Source: an optimization exercise on an open RTL-to-GDS flow (aim: small area). Production flows keep margins and buffers that such runs may drop. In this exercise RTL edits were held to simulation tests only and were not proved equivalent to the original. No activity file was given, so power comes from the tool's default toggle rates.

==> flow/design.v, too long to show whole: its modules and the start of the top module <==
// module fa_cell: 6 lines
// module ha_cell: 6 lines
// module bpp_n: 5 lines
// module bpp_p: 5 lines
// module bpp0_p: 5 lines
// module bpp8_n: 5 lines
// module pe_k0: 98 lines
// module pe_k1: 99 lines
// module pe_k2: 99 lines
// module pe_k3: 99 lines
// module pe_k4: 99 lines
// module pe_k5: 99 lines
// module pe_k6: 99 lines
// module pe_k7: 99 lines
// module pe_resolve: 12 lines
// module systolic_pe_array: 400 lines
module systolic_pe_array(clk,rst,load_wght,ifmap0,ifmap1,ifmap2,ifmap3,ifmap4,ifmap5,ifmap6,ifmap7,wght0,wght1,wght2,wght3,wght4,wght5,wght6,wght7,sum_in0,sum_in1,sum_in2,sum_in3,sum_in4,sum_in5,sum_in6,sum_in7,accum0,accum1,accum2,accum3,accum4,accum5,accum6,accum7);
  // ...
==> flow/flow/run.sh <==
#!/bin/bash
set -euo pipefail
W=$PWD
export MY_FLOW_DIR=$W/flow
grep -q 'SYNTH_SCRIPT=' standard.sh
sed -e "s#SYNTH_SCRIPT=[^ ]*#SYNTH_SCRIPT=$W/flow/synth.tcl ADDER_MAP_FILE= 'BUFFER_PORTS_ARGS=-buffer_cell sky130_fd_sc_hd__buf_1' 'CTS_ARGS=-sink_clustering_enable -repair_clock_nets -dont_use_dummy_load -sink_clustering_size 30 -sink_clustering_max_diameter 80 -buf_list sky130_fd_sc_hd__clkbuf_16'#" standard.sh > my_standard.sh
bash my_standard.sh "$@" > flow_make.log 2>&1
==> flow/flow/cells_map.v <==
// Maps the design's adder cells onto the library's adder cells.
module fa_cell(a, b, c, s, co);
input a, b, c;
output s, co;
sky130_fd_sc_hd__fa_1 _TECHMAP_REPLACE_ (.A(a), .B(b), .CIN(c), .SUM(s), .COUT(co));
endmodule

module ha_cell(a, b, s, co);
input a, b;
output s, co;
sky130_fd_sc_hd__ha_1 _TECHMAP_REPLACE_ (.A(a), .B(b), .SUM(s), .COUT(co));
endmodule

module bpp_n(one, two, a, b, neg, y);
input one, two, a, b, neg;
output y;
wire mn;
sky130_fd_sc_hd__a22oi_1 g0 (.A1(one), .A2(a), .B1(two), .B2(b), .Y(mn));
sky130_fd_sc_hd__xor2_1 g1 (.A(mn), .B(neg), .X(y));
endmodule

module bpp_p(one, two, a, b, neg, y);
input one, two, a, b, neg;
output y;
wire mn;
sky130_fd_sc_hd__a22oi_1 g0 (.A1(one), .A2(a), .B1(two), .B2(b), .Y(mn));
sky130_fd_sc_hd__xnor2_1 g1 (.A(mn), .B(neg), .Y(y));
endmodule

module bpp0_n(one, a, neg, y);
input one, a, neg;
output y;
wire mn;
sky130_fd_sc_hd__nand2_1 g0 (.A(one), .B(a), .Y(mn));
sky130_fd_sc_hd__xor2_1 g1 (.A(mn), .B(neg), .X(y));
endmodule

module bpp8_p(one, two, a, neg, y);
input one, two, a, neg;
output y;
wire mn;
sky130_fd_sc_hd__o21ai_1 g0 (.A1(one), .A2(two), .B1(a), .Y(mn));
sky130_fd_sc_hd__xnor2_1 g1 (.A(mn), .B(neg), .Y(y));
endmodule

module bpp0_p(one, a, neg, y);
input one, a, neg;
output y;
wire mn;
sky130_fd_sc_hd__nand2_1 g0 (.A(one), .B(a), .Y(mn));
sky130_fd_sc_hd__xnor2_1 g1 (.A(mn), .B(neg), .Y(y));
endmodule

module bpp8_n(one, two, a, neg, y);
input one, two, a, neg;
output y;
wire mn;
sky130_fd_sc_hd__o21ai_1 g0 (.A1(one), .A2(two), .B1(a), .Y(mn));
sky130_fd_sc_hd__xor2_1 g1 (.A(mn), .B(neg), .X(y));
endmodule
==> flow/flow/synth.tcl <==
# The standard synthesis (synth_recipe.tcl), except:
#  - before the first synth call, the design's fa_cell/ha_cell instances become the library's
#    full/half adder cells (cells_map.v), so the adder trees keep the structure the RTL gives;
#  - synth's fine step skips its generic "abc -fast".
# Registers are untouched, so they keep the standard synthesis's names and cell types.
set ::my_mapped 0
proc synth {args} {
  if {!$::my_mapped} {
    set ::my_mapped 1
    yosys techmap -map $::env(MY_FLOW_DIR)/cells_map.v
    yosys hierarchy -top $::env(DESIGN_NAME)
  }
  if {[lsearch -exact $args "fine:"] >= 0} {
    yosys synth -nofsm -noshare -noabc {*}$args
  } else {
    yosys synth -nofsm -noshare {*}$args
  }
}
source $::env(SCRIPTS_DIR)/synth.tcl
# left out here: clear keep_hierarchy, flatten, clean up, hide names made inside functions, write 1_2_yosys.v
==> flow/standard.sh <==
#!/bin/bash
# synth_recipe.tcl (not shown) runs the flow's synth.tcl, then flattens the netlist and writes it again
# the make line also repeats each setting of config.mk as NAME=value (left out here)
make -C /OpenROAD-flow-scripts/flow DESIGN_CONFIG=/design/flow/config.mk WORK_HOME=/design/flow/orfs CLKGATE_MAP_FILE= SYNTH_SCRIPT=/design/flow/synth_recipe.tcl "${@:-finish}"
==> flow/config.mk <==
export PLATFORM = sky130hd
export DESIGN_NAME = systolic_pe_array
export DESIGN_NICKNAME = systolic_pe_array
export VERILOG_FILES = /design/flow/design.v
export SDC_FILE = /design/flow/constraint.sdc
export NUM_CORES = 4
export LEC_CHECK = 0
export CAP_MARGIN = 20
export CORE_MARGIN = 2
export CORE_UTILIZATION = 65
export CTS_BUF_LIST = sky130_fd_sc_hd__clkbuf_16
export CTS_CLUSTER_DIAMETER = 80
export CTS_CLUSTER_SIZE = 30
export GPL_TIMING_DRIVEN = 0
export SLEW_MARGIN = 20
==> flow/constraint.sdc <==
create_clock -name core_clock -period 5.5 [get_ports {clk}]
set_input_delay 1.1000 -clock core_clock [delete_from_list [all_inputs] [get_ports {clk}]]
set_output_delay 1.1000 -clock core_clock [all_outputs]
set_load 0.01 [all_outputs]
==> metrics.md, run 1 <==
| Metric | Value |
|---|---|
| Outcome | `complete, no violations` |
| Adder and majority cell fraction of the synthesized area | `0.3062` |
| DRC violations left | `0` |
| Worst-case setup slack after placement | `-0.07088 ns` |
| Most common cell type on the critical path | `fa_1` |
| Pin count of the biggest net entering global routing | `31` |
| Main power-consuming group | `combinational logic` |
| Number of fill cells in the layout | `19120` |
| Detail Route Antenna Nets | `0` |
| Sequential cell area | `0.06757 mm2` |
| Drt wl/cell | `21.93 um` |
| Async set-reset flop share out of synthesis | `0.001486` |
| Peak ir drop on the vdd network | `0.3856 mV` |
| Worst slew slack as a fraction of its limit | `0.2340` |
| Met3 usage in global routing | `0.03814` |
| Main combinational cell family by area after synthesis | `adder cells` |
| Endpoint of the worst hold-timing path | `x7_1[3]` |
| Critical Path Sink | `p1_6[9]` |
| Leakage | `0.06480 uW` |
| Levels on crit path | `12` |
| Clock network power | `12800 uW` |
| Post-detailed-placement half-perimeter wirelength | `287.9 mm` |
| Worst setup EP type | `flip-flop` |
| Share of the synthesized area in the top cell type | `0.3929` |
| Most Crowded Layer GR | `met2` |
| Relative area of clock buffers and inverters in the final design | `0.02342` |
| Predominant post-synthesis flop cell | `dfxtp_1` |
| Worst min-delay path startpoint | `ifmap7[3]` |
| GRT overflow | `0` |
| Worst path setup slack after routing | `0.2050 ns` |
==> run 2: changes to the inputs <==
--- a/flow/config.mk
+++ b/flow/config.mk
@@ -9,3 +9,3 @@
 export CORE_MARGIN = 2
-export CORE_UTILIZATION = 65
+export CORE_UTILIZATION = 75
 export CTS_BUF_LIST = sky130_fd_sc_hd__clkbuf_16
==> metrics.md, run 2 <==
| Metric | Value |
|---|---|
| Initial Util | `0.7539 (was 0.6533)` |
| Post-detailed-placement half-perimeter wirelength | `286.8 mm (was 287.9 mm)` |
| Number of buffers inserted by post-CTS setup repair | `0 (unchanged)` |
| Main area contributors after synthesis | `dfxtp_1 (39%), fa_1 (29%), xnor2_1 (11%) (unchanged)` |
| Chip Width | `481.8 um (was 517.2 um)` |
| Cell family with most CP delay | `adder cells (unchanged)` |
| Standard cell core area | `0.2271 mm2 (was 0.2620 mm2)` |
| Number of fill cells in the layout | `13570 (was 19120)` |
| Share of the synthesized area in the top cell type | `0.3929 (unchanged)` |
| Sequential cell area fraction in the yosys report | `0.3937 (unchanged)` |
| Clock latency at the later pin of the worst-skew pair | `0.88 ns (was 0.92 ns)` |
| Commonest cells after routing, fill and taps aside | `dfxtp_1 (3206), fa_1 (2448), xnor2_1 (2180) (was dfxtp_1 (3218), fa_1 (2448), xnor2_1 (2180))` |
| Total number of yosys warnings | `1 (unchanged)` |
| Post-route fraction of the period consumed by the critical path | `0.9775 (was 0.9627)` |
| Reg power frac | `0.415 (was 0.412)` |
| Overall routed net length | `381.5 mm (was 373.9 mm)` |
| Worst-case setup slack after placement | `-0.2760 ns (was -0.07088 ns)` |
| Stage delay of the slowest cell on the critical path | `0.65 ns (was 0.62 ns)` |
| Number of synthesized flops with an enable pin | `0 (unchanged)` |
| Hold-critical path depth | `0 (was 1)` |
| Post-synthesis instance area | `0.1712 mm2 (unchanged)` |
| Register clock-pin slew on the reported worst setup and hold paths | `0.10 ns (about the same)` |
| Critical path's slowest cell | `dfxtp_2 (was nor2b_1)` |
| I/O pin count | `387 (unchanged)` |
| Worst setup EP type | `flip-flop (unchanged)` |
| Drt wl/cell | `23.07 um (was 21.93 um)` |
| Internal power of the cells | `57090 uW (was 57430 uW)` |
| Fraction of layout instances using a drive strength above 1 | `0.03373 (was 0.03259)` |
| Required time of the critical path | `6.22 ns (was 6.25 ns)` |
| Number of flip-flops and latches in the synthesized netlist | `3365 (unchanged)` |
| Worst Path Max Fanout | `15 (unchanged)` |
| Switching power as a share of total power | `0.3663 (was 0.3639)` |
| Critical Path, Cell by Cell | `nand2_1 > o22ai_2 > a22oi_1 > xnor2_1 > fa_1 > fa_1 > fa_1 > fa_1 > ha_1 > fa_1 > ha_1 > fa_1 > ha_1 > xnor2_1 > xnor2_1 (was nor2b_1 > a22oi_1 > xnor2_1 > fa_1 > fa_1 > fa_1 > fa_1 > fa_1 > fa_1 > fa_1 > fa_1 > ha_1)` |
| Via count of the first global-routing pass | `108200 (was 103700)` |
| First-pass iteration count of the detailed router | `6 (was 7)` |
| List of most frequent post-synthesis cells | `dfxtp_1 (3360), fa_1 (2448), xnor2_1 (2180), a22oi_1 (1792) (unchanged)` |
| Number of design-rule violations left by the first detailed-router iteration | `10200 (was 8669)` |
| GRT overflow | `0 (unchanged)` |
| Number of gates resized after cts | `39 (was 20)` |
| TritonCTS clock tree | `yes (unchanged)` |
| Data arrival time of the critical path | `6.09 ns (was 6.05 ns)` |
| Post-layout util | `0.7964 (was 0.6932)` |
| Gate count after technology mapping | `12950 (unchanged)` |
| Layout check failures | `antenna rules` |
| Maximum clock rate | `0.1860 GHz (was 0.1889 GHz)` |
| TritonCTS sink count | `3365 (unchanged)` |
| Number of vias after detailed routing | `102800 (was 100400)` |
| Area of the die | `0.2321 mm2 (was 0.2675 mm2)` |
| Average footprint of a synthesized cell | `13.22 um2 (unchanged)` |
| Pwr per Cell Area | `498.2 mW/mm2 (was 496.9 mW/mm2)` |
| Worst hold-check path type | `reg2reg (was in2reg)` |
| Global routing usage summed across all routing layers | `0.3306 (was 0.2801)` |
| Leakage | `0.06468 uW (was 0.06480 uW)` |
| Predominant post-synthesis flop cell | `dfxtp_1 (unchanged)` |
| Async set-reset flop share out of synthesis | `0.001486 (unchanged)` |
| Number of buffers inserted during clock tree synthesis | `158 (was 170)` |
| WHS | `0.2827 ns (was 0.2631 ns)` |
| Pin count of the biggest net entering global routing | `31 (unchanged)` |
| Worst path setup slack after routing | `0.1240 ns (was 0.2050 ns)` |
| Most common cell type on the critical path | `fa_1 (unchanged)` |
| Relative contribution of the clock network to total power | `0.137 (was 0.142)` |
| Global placement routability congestion | `0.9122 (was 0.8981)` |
| Area Growth Syn to Fin | `5.642% (was 6.119%)` |
| Peak ir drop on the vdd network | `0.4151 mV (was 0.3856 mV)` |
| Placement Cell Area | `0.1765 mm2 (was 0.1771 mm2)` |
| Post-cts hold buffer count | `0 (unchanged)` |
| Number of nets in the final layout | `16500 (was 16510)` |
| H-tree levels | `4 (unchanged)` |
| Kind of critical path | `reg2reg (unchanged)` |
| Antenna violations before repair | `8 (was 13)` |
| Floorplan die height | `481.8 um (was 517.2 um)` |
| Synth unique cells | `28 (unchanged)` |
| Routed vias/inst | `6.218 (was 5.889)` |
| Final count of negative-setup-slack endpoints | `0 (unchanged)` |
| DRC violations left | `0 (unchanged)` |
| Detail Route Antenna Nets | `1 (was 0)` |
| Pins Over Slew Limit | `0 (unchanged)` |
| Clk_skew | `0.1057 ns (was 0.09831 ns)` |
| Global-route wire length before repair | `603.6 mm (was 589.5 mm)` |
| Bufs and invs on worst path | `0 (unchanged)` |
| Cell taking the most area after synthesis | `dfxtp_1 (unchanged)` |
| Nature of the critical path startpoint | `flip-flop (unchanged)` |
| Worst reg-to-reg path cell count | `15 (was 12)` |
| Number of placement rows | `175 (was 188)` |
| # port buffers | `384 (unchanged)` |
| Outcome | `complete, but fails checks (was complete, no violations)` |
| Worst slew slack as a fraction of its limit | `0.1969 (was 0.2340)` |
| Slew at the pin closest to its max-slew limit | `1.205 ns (was 1.149 ns)` |
| Max-Cap Viols | `0 (unchanged)` |
| Maximum number of buffers from clock root to sink | `3 (was 4)` |
| Most common cell in the netlist | `dfxtp_1 (unchanged)` |
| Final number of hold-violating endpoints | `0 (unchanged)` |
| Setup tns final | `0 ns (unchanged)` |
| Levels on crit path | `15 (was 12)` |
| Root cell of the clock tree | `clkbuf_16 (unchanged)` |
| Post-layout minimum cycle time | `5.376 ns (was 5.295 ns)` |
| Area of all placed cells without fillers | `0.1808 mm2 (was 0.1817 mm2)` |
| Logic gate share of total power | `0.448 (was 0.446)` |
| Most frequent standard cell in the layout excluding fill and tap cells | `dfxtp_1 (unchanged)` |
| Total net switching power | `33000 uW (was 32850 uW)` |
[run 2: cell counts after synthesis]
Identical to the previous run, type by type.
[run 2: final timing paths]
path | endpoint | from | slack (ns)
hold / removal | x6_7[5] | x6_6[5] | 0.28
min in group asynchronous | cnt[2] | rst | 1.25
hold reg to reg | x6_7[5] | x6_6[5] | 0.28
max in group asynchronous | cnt[1] | rst | 4.05
setup / recovery | p0_6[15] | x6_7[1] | 0.12
setup reg to reg | p0_6[15] | x6_7[1] | 0.12
[run 2: power by group through the flow]
stage	Clock, uW	Sequential, uW	Combinational, uW
2_1_floorplan	0	35900	27400
3_3_place_gp	0	37800	38400
3_5_place_dp	0	38000	40300
4_1_cts	12600	37500	41000
5_1_grt	13400	38000	46400
6_report	12400	37400	40300
[run 2: cells by family after synthesis]
group,after synthesis,synth area share
other,1,0.00002191
AND/OR/NAND/NOR,1347,0.03522
flip-flops,3365,0.3937
XOR/XNOR,2636,0.1349
buffers and inverters,130,0.006944
AO/OA/AOI/OAI,2241,0.09318
multiplexers,512,0.02994
adder cells (fa/ha/maj),2720,0.3062
[run 2: stage by stage]
stage / total power [uW] / cells
floorplan: 63300 / 12980
global placement: 76210 / 16370
detailed placement: 78240 / 16370
CTS: 91070 / 16530
global route: 97800 / 16530
finish: 90090 / 16540
[run 2: area by class of cell]
class / count / area (um2) / area share
Multi-Input combinational cell: 9480 / 102800 / 0.5687
Sequential cell: 3365 / 67590 / 0.3737
Clock buffer: 158 / 3954 / 0.02186
Tap cell: 3009 / 3765 / 0.02082
Timing Repair Buffer: 385 / 1469 / 0.008123
Buffer: 128 / 1189 / 0.006573
Antenna cell: 13 / 32.53 / 0.0001799
Inverter: 2 / 7.507 / 0.00004151
[run 2: worst reg2reg max path: stages (launching register included)]
cell and delay [ns]:
dfxtp_2 0.65, nand2_1 0.19, o22ai_2 0.41, a22oi_1 0.15, xnor2_1 0.17, fa_1 0.41
fa_1 0.47, fa_1 0.40, fa_1 0.39, ha_1 0.21, fa_1 0.37, ha_1 0.20
fa_1 0.36, ha_1 0.21, xnor2_1 0.13, xnor2_1 0.48
[run 2: layer usage]
metal  up-vias  wire (um)  track usage
li1      45110          -            -
met1     52840     158300       0.4715
met2      4235     183900       0.5324
met3       661      26640      0.04722
met4         0      12650      0.09902
met5         -          0            0

what the ideal ports hide:
The flow's constraints put no driver on any port. The routed layouts listed below were extracted and timed again, unchanged, in two steps. Step 1 (the two cells are an assumption about what drives the block):
set clk [get_ports {clk}]
set_driving_cell -lib_cell sky130_fd_sc_hd__clkbuf_16 $clk
set_driving_cell -lib_cell sky130_fd_sc_hd__buf_2 [delete_from_list [all_inputs] $clk]
Step 2 moves the port delays by t, midway between the first and last clock arrival at a register: inputs arrive t later, outputs are due t later. That takes back most of the time a late clock gives input paths. a / b / c = ideal / step 1 / step 2; a / b = the first two.
run	shift t [ns]	setup WS [ns]	cell pins on the clock port's net
run 1	0.962	0.205 / 0.205 / 0.205	1
run 2	0.922	0.124 / 0.124 / 0.124	1
